This design comes from an exercise in tuning for small area, a short achievable clock period and few clock cycles per item on the open sky130 flow, not from production work. Where RTL was checked, it was by simulation tests only, not by an equivalence proof against the original. The flow treats the clock pin as an ideal source, which a real chip does not have. Power figures rest on the tool's default switching activity, not on a simulated workload.

## dma_controller
module dma_controller(
    input wire clk,
    input wire reset,
    input wire trigger,
    input wire [4:0] length,
    input wire [31:0] source_address,
    input wire [31:0] destination_add,
    input wire ARREADY,
    input wire [31:0] RDATA,
    input wire RVALID,
    input wire AWREADY,
    input wire WREADY,
    input wire BVALID,
    output reg done,
    output wire [31:0] ARADDR,
    output wire ARVALID,
    output wire RREADY,
    output wire [31:0] AWADDR,
    output wire AWVALID,
    output wire [31:0] WDATA,
    output wire WVALID,
    output wire BREADY
);
==> flow/config.mk <==
export PLATFORM = sky130hd
export DESIGN_NAME = dma_controller
export DESIGN_NICKNAME = dma_controller
export VERILOG_FILES = /design/flow/design.v
export SDC_FILE = /design/flow/constraint.sdc
export NUM_CORES = 4
export LEC_CHECK = 0
export CAP_MARGIN = 20
export CORE_MARGIN = 2
export CORE_UTILIZATION = 40
export CTS_BUF_LIST = sky130_fd_sc_hd__clkbuf_4 sky130_fd_sc_hd__clkbuf_8
export SETUP_SLACK_MARGIN = 1.7
export SLEW_MARGIN = 20
==> flow/constraint.sdc <==
create_clock -name core_clock -period 4.0 [get_ports {clk}]
set_input_delay 0.8000 -clock core_clock [delete_from_list [all_inputs] [get_ports {clk}]]
set_output_delay 0.8000 -clock core_clock [all_outputs]
set_load 0.01 [all_outputs]
standard.sh (not shown) runs the stock make flow with config.mk's settings and CLKGATE_MAP_FILE= SYNTH_SCRIPT=/design/flow/synth_recipe.tcl, a recipe that flattens the netlist after the stock synthesis.
==> flow/flow/run.sh <==
#!/bin/bash
# Standard layout, but with the smallest buffer on the ports (the flow upsizes
# them where timing needs it).
set -euo pipefail
export BUFFER_PORTS_ARGS="-buffer_cell sky130_fd_sc_hd__buf_1"
bash standard.sh > standard.log 2>&1
The baseline produced a clean layout.
Testbench counts at the start, summed over its fixed seeds: cycles 5,957, words 1,889.
==> next run, changes <==
==> flow/flow/run.sh (replaced) <==
#!/bin/bash
# Standard layout, with the smallest buffer on the ports (the flow upsizes
# them where timing needs it), gates sized down after floorplanning
# (flow/downsize.tcl) and no dummy load in the clock tree.
set -euo pipefail
here=$(cd "$(dirname "$0")" && pwd)
export BUFFER_PORTS_ARGS="-buffer_cell sky130_fd_sc_hd__buf_1"
export CTS_ARGS="-sink_clustering_enable -repair_clock_nets -dont_use_dummy_load"
export REMOVE_ABC_BUFFERS=1
bash standard.sh > standard.log 2>&1
Settings changed: CTS_BUF_LIST sky130_fd_sc_hd__clkbuf_4 sky130_fd_sc_hd__clkbuf_8 to default.
Final cell count decreases by 0.65%. Clock-buffer cell count stays the same. Non-clock buffer count went down by 2. Via count went up by 3.5%. Critical path depth is unchanged. Sequential share of layout area came out higher by 0.53 points. Total power went down by 6.4%. First-iteration DRC count grows by 20%. Routed wire length grows by 21%. Global-route usage climbs by 3.6 points. Combinational power decreases by about 1%.
==> next run, changes <==
==> flow/flow/run.sh (replaced) <==
#!/bin/bash
# Standard layout, with the smallest buffer on the ports (the flow upsizes
# them where timing needs it) and a small clock tree for the few registers.
set -euo pipefail
export BUFFER_PORTS_ARGS="-buffer_cell sky130_fd_sc_hd__buf_1"
export CTS_ARGS="-sink_clustering_enable -repair_clock_nets -dont_use_dummy_load"
bash standard.sh > standard.log 2>&1
Settings changed: ABC_CLOCK_PERIOD_IN_PS from default to 1800.
The new run finished clean.
Count of clock-buffer cells in the layout does not change.
Total power increases by 0.86%.
Clock power increases by about 3%.
Register-to-register slack gains 0.04 ns.

========
dma_controller, a different RTL version from the one above (not shown whole).
For scale: about 270 cells after synthesis, about 33 flip-flops, about 2800 um^2 of cells after synthesis.
export LEC_CHECK = 0
export CAP_MARGIN = 20
export CORE_MARGIN = 2
export CORE_UTILIZATION = 40
export SETUP_SLACK_MARGIN = 1.7
export SLEW_MARGIN = 20
create_clock -name core_clock -period 4.0 [get_ports {clk}]
==> flow/flow/run.sh <==
#!/bin/bash
# Standard layout, but with the smallest buffer on the ports (the flow upsizes
# them where timing needs it).
set -euo pipefail
export BUFFER_PORTS_ARGS="-buffer_cell sky130_fd_sc_hd__buf_1"
bash standard.sh > standard.log 2>&1
==> next run, changes <==
CORE_UTILIZATION = 65   (was 40)
SETUP_SLACK_MARGIN = 1.5   (was 1.7)
=> Setup slack gets worse by 0.12 ns; total power drops slightly; critical path depth drops by 1; cell count shrinks by a few percent; sequential share of layout area increases by 1.3 points; via count goes up by a few percent; clock power decreases by a few percent.
==> next run, changes <==
CORE_UTILIZATION = 40   (was 65)
=> The new run finished clean. Die area is higher by about 60%. Global-route usage went down by 14 points. Hold slack gets worse by 0.011 ns.
Function was not checked in any run of this note: the RTL went through the layout flow alone.

========
The RTL this note starts from:
==> flow/design.v <==
`timescale 1ns / 1ps
module dma_controller(
    input wire clk,
    input wire reset,
    input wire trigger,
    input wire [4:0] length,
    input wire [31:0] source_address,
    input wire [31:0] destination_add,
    input wire ARREADY,
    input wire [31:0] RDATA,
    input wire RVALID,
    input wire AWREADY,
    input wire WREADY,
    input wire BVALID,
    output reg done,
    output wire [31:0] ARADDR,
    output wire ARVALID,
    output wire RREADY,
    output wire [31:0] AWADDR,
    output wire AWVALID,
    output wire [31:0] WDATA,
    output wire WVALID,
    output wire BREADY
);
    wire [2:0] words = length[4:2];
    addr_stream ar (.clk(clk), .reset(reset), .trigger(trigger), .words(words),
                    .base(source_address), .ready(ARREADY),
                    .valid(ARVALID), .addr(ARADDR));
    addr_stream aw (.clk(clk), .reset(reset), .trigger(trigger), .words(words),
                    .base(destination_add), .ready(AWREADY),
                    .valid(AWVALID), .addr(AWADDR));
    reg [2:0] b_left;
    wire busy = |b_left;
    assign WDATA = RDATA;
    assign WVALID = RVALID & busy;
    assign RREADY = WREADY & busy;
    assign BREADY = BVALID;
    always @(posedge clk or posedge reset) begin
        if (reset) begin
            b_left <= 3'd0;
            done <= 1'b0;
        end else if (trigger) begin
            b_left <= words;
            done <= 1'b0;
        end else if (busy && BVALID) begin
            b_left <= b_left - 3'd1;
            done <= b_left == 3'd1;
        end
    end
endmodule
module addr_stream(
    input wire clk,
    input wire reset,
    input wire trigger,
    input wire [2:0] words,
    input wire [31:0] base,
    input wire ready,
    output wire valid,
    output wire [31:0] addr
);
    localparam G = 4;                       
    localparam NG = (27 + G - 1) / G;       
    reg busy;
    reg [2:0] flip_lo;
    reg [NG-1:0] carry;
    assign valid = trigger | busy;
    wire hs = valid & ready;
    wire [2:0] flip_inc = flip_lo ^ {addr[3] & addr[2], addr[2], 1'b1};
    wire [2:0] lo = base[4:2];
    wire c1 = lo[0] & words[0];
    wire c2 = (lo[1] & words[1]) | ((lo[1] | words[1]) & c1);
    wire [2:0] flip_end = words ^ {c2, c1, 1'b0};
    wire last = flip_inc == flip_end;
    wire step = hs & !last;                 
    always @(posedge clk or posedge reset) begin
        if (reset)
            busy <= 1'b0;
        else if (hs)
            busy <= !last;
        else if (trigger)
            busy <= 1'b1;
    end
    wire carry_inc = carry[0] | (&addr[4:2]);
    wire [26:0] up = base[31:5];
    always @(posedge clk) begin
        if (step)
            flip_lo <= flip_inc;
        else if (!busy)
            flip_lo <= 3'd0;
    end
    reg carry0;
    reg carry0_next;
    always @(*) begin
        if (step)
            carry0_next = carry_inc;
        else if (!busy)
            carry0_next = 1'b0;
        else
            carry0_next = carry0;
    end
    always @(posedge clk)
        carry0 <= carry0_next;
    genvar g, k;
    generate
        for (g = 0; g < NG; g = g + 1) begin : grp
            if (g == 0) begin : first
                always @(*) carry[g] = carry0;
            end else begin : rest
                reg into;
                always @(posedge clk)
                    into <= carry0_next & (&up[g*G-1:0]);
                always @(*) carry[g] = into;
            end
        end
    endgenerate
    assign addr[1:0] = base[1:0];           
    assign addr[4:2] = base[4:2] ^ flip_lo;
    generate
        for (k = 0; k < 27; k = k + 1) begin : bit_up
            localparam integer GB = (k / G) * G;    
            wire inner;
            if (k == GB) begin : first
                assign inner = 1'b1;
            end else begin : rest
                assign inner = &up[k-1:GB];
            end
            assign addr[5 + k] = up[k] ^ (carry[k / G] & inner);
        end
    endgenerate
endmodule
Settings: LEC_CHECK=0, CAP_MARGIN=20, CORE_MARGIN=2, CORE_UTILIZATION=40, SETUP_SLACK_MARGIN=1.7, SLEW_MARGIN=20; clock period 4.0 ns.
==> flow/flow/run.sh <==
#!/bin/bash
# Standard layout, with the smallest buffer on the ports (the flow upsizes
# them where timing needs it) and a clock tree of one buffer for the few
# registers (flow/one_clock_buffer.tcl).
set -euo pipefail
here=$(cd "$(dirname "$0")" && pwd)
export BUFFER_PORTS_ARGS="-buffer_cell sky130_fd_sc_hd__buf_1"
export PRE_CTS_TCL="$here/one_clock_buffer.tcl"
bash standard.sh > standard.log 2>&1
==> flow/flow/one_clock_buffer.tcl <==
# Sourced before clock tree synthesis. The design has only a few registers, so
# the clock tree is a single buffer between the clock port and all of them.
rename clock_tree_synthesis __unused_clock_tree_synthesis
proc clock_tree_synthesis {args} {
  set block [ord::get_db_block]
  set xs 0
  set ys 0
  set n 0
  foreach iterm [[$block findNet clk] getITerms] {
    set box [[$iterm getInst] getBBox]
    incr xs [expr {([$box xMin] + [$box xMax]) / 2}]
    incr ys [expr {([$box yMin] + [$box yMax]) / 2}]
    incr n
  }
  set dbu [$block getDbUnitsPerMicron]
  set x [expr {double($xs) / $n / $dbu}]
  set y [expr {double($ys) / $n / $dbu}]
  insert_buffer -buffer_cell sky130_fd_sc_hd__clkbuf_8 -net clk \
    -location [list $x $y] -buffer_name clkbuf_0_clk -net_name clknet_0_clk
  foreach name {clk clknet_0_clk} {
    [$block findNet $name] setSigType CLOCK
  }
  puts "clock tree: one sky130_fd_sc_hd__clkbuf_8 at ($x, $y) driving $n clock pins"
}
The baseline died in clock tree synthesis.
Testbench counts at the start, summed over its fixed seeds: cycles 5,957, words 1,889.
Change:
==> flow/flow/run.sh (replaced) <==
#!/bin/bash
# Standard layout, but with the smallest buffer on the ports (the flow upsizes
# them where timing needs it).
set -euo pipefail
export BUFFER_PORTS_ARGS="-buffer_cell sky130_fd_sc_hd__buf_1"
bash standard.sh > standard.log 2>&1
- CAP_MARGIN: 20 -> 0
- SLEW_MARGIN: 20 -> 0
removed: flow/flow/one_clock_buffer.tcl
With this change the flow completed without violations.
Synthesized area stays the same.
Synthesized cell count does not change.
Change:
==> flow/flow/run.sh (replaced) <==
#!/bin/bash
# Standard layout, with the smallest buffer on the ports (the flow upsizes
# them where timing needs it) and a small clock tree for the few registers.
set -euo pipefail
export BUFFER_PORTS_ARGS="-buffer_cell sky130_fd_sc_hd__buf_1"
export CTS_ARGS="-sink_clustering_enable -repair_clock_nets -dont_use_dummy_load"
bash standard.sh > standard.log 2>&1
- ABC_CLOCK_PERIOD_IN_PS: unset -> 1000
- CAP_MARGIN: 0 -> 20
- SLEW_MARGIN: 0 -> 20
Effect:
- The new run completed with no timing, DRC or antenna violations
- wire length stays flat
- sequential cell count stays the same
- synthesized cell count stays the same
- core utilization went down by 0.42 points
- power drops by 3.9%
- clock skew goes up by 11 ps
Change:
--- a/flow/flow/run.sh
+++ b/flow/flow/run.sh
@@ -3 +3,2 @@
-# them where timing needs it) and a small clock tree for the few registers.
+# them where timing needs it), the buffers that synthesis inserted removed
+# before placement, and no dummy load in the clock tree.
@@ -5,0 +7 @@
+export REMOVE_ABC_BUFFERS=1
- ABC_CLOCK_PERIOD_IN_PS: 1000 -> unset
- SETUP_SLACK_MARGIN: 1.7 -> 1.6
Result:
- wire length goes up by about 20%
- via count increases by 3.0%
- worst setup slack got worse by 68 ps
- power falls by about 2%
- combinational power decreases by about 3%
- global-route usage is higher by 3.5 points
- clock-buffer cell count does not change
- core utilization fell by 1.6 points
Change:
==> flow/flow/run.sh (replaced) <==
#!/bin/bash
# Standard layout, but with the smallest buffer on the ports (the flow upsizes
# them where timing needs it).
set -euo pipefail
export BUFFER_PORTS_ARGS="-buffer_cell sky130_fd_sc_hd__buf_1"
bash standard.sh > standard.log 2>&1
- ABC_AREA: unset -> 1
- SETUP_SLACK_MARGIN: 1.6 -> 1.7
Result:
- The changed run finished with timing, DRC and antenna clean
- setup slack is better by 31 ps
- design area goes up by a little under a tenth
- total power fell by a few percent
- wire length decreases by about a fifth
- global-route usage came out lower by 2.9 points

==> static timing again, ports no longer ideal <==
No port has a modelled driver above. Below, the same layouts with a new extraction and two added sets of constraints.
Step 1 sets driving cells, clkbuf_16 on the clock port and buf_2 on the other inputs (assumed; they add their load-dependent delay and slew).
Step 2, shift: input delay + t, output delay - t, t = (earliest + latest rising clock arrival at the registers) / 2. This alone moves slack from input paths to output paths.
Slacks: no drivers / after step 1 / after step 2; pairs: no drivers / after step 1.
| run | shift t [ns] | slack for setup (ns) | worst hold slack (ns) | worst setup path after step 2 | cell pins on the clock port's net |
|---|---|---|---|---|---|
| the first run of note 1 | 0.295 | 1.762 / 1.724 / 1.498 | 0.412 / 0.403 / 0.549 | input to register | 1 |
| the second run of note 1 | 0.292 | 1.747 / 1.716 / 1.477 | 0.421 / 0.414 / 0.530 | input to register | 1 |
| the third run of note 1 | 0.293 | 1.762 / 1.724 / 1.500 | 0.407 / 0.399 / 0.546 | input to register | 1 |
| the first run of note 2 | 0.304 | 1.748 / 1.702 / 1.485 | 0.486 / 0.486 / 0.486 | input to register | 1 |
| the second run of note 2 | 0.310 | 1.629 / 1.599 / 1.357 | 0.494 / 0.494 / 0.494 | input to register | 1 |
| the third run of note 2 | 0.305 | 1.687 / 1.654 / 1.400 | 0.483 / 0.483 / 0.483 | input to register | 1 |
| the second run of note 3 | 0.300 | 1.762 / 1.724 / 1.492 | 0.407 / 0.398 / 0.550 | input to register | 1 |
| the third run of note 3 | 0.293 | 1.762 / 1.724 / 1.500 | 0.407 / 0.399 / 0.546 | input to register | 1 |
| the fourth run of note 3 | 0.292 | 1.694 / 1.657 / 1.450 | 0.421 / 0.414 / 0.534 | input to register | 1 |
| the fifth run of note 3 | 0.298 | 1.725 / 1.701 / 1.674 | 0.392 / 0.397 / 0.564 | input to register | 1 |
After both steps setup and hold are still met in every run listed. The setup slack of the third run of note 2, which loses most, moves by -0.033 ns with the drivers and by -0.287 ns with both steps.
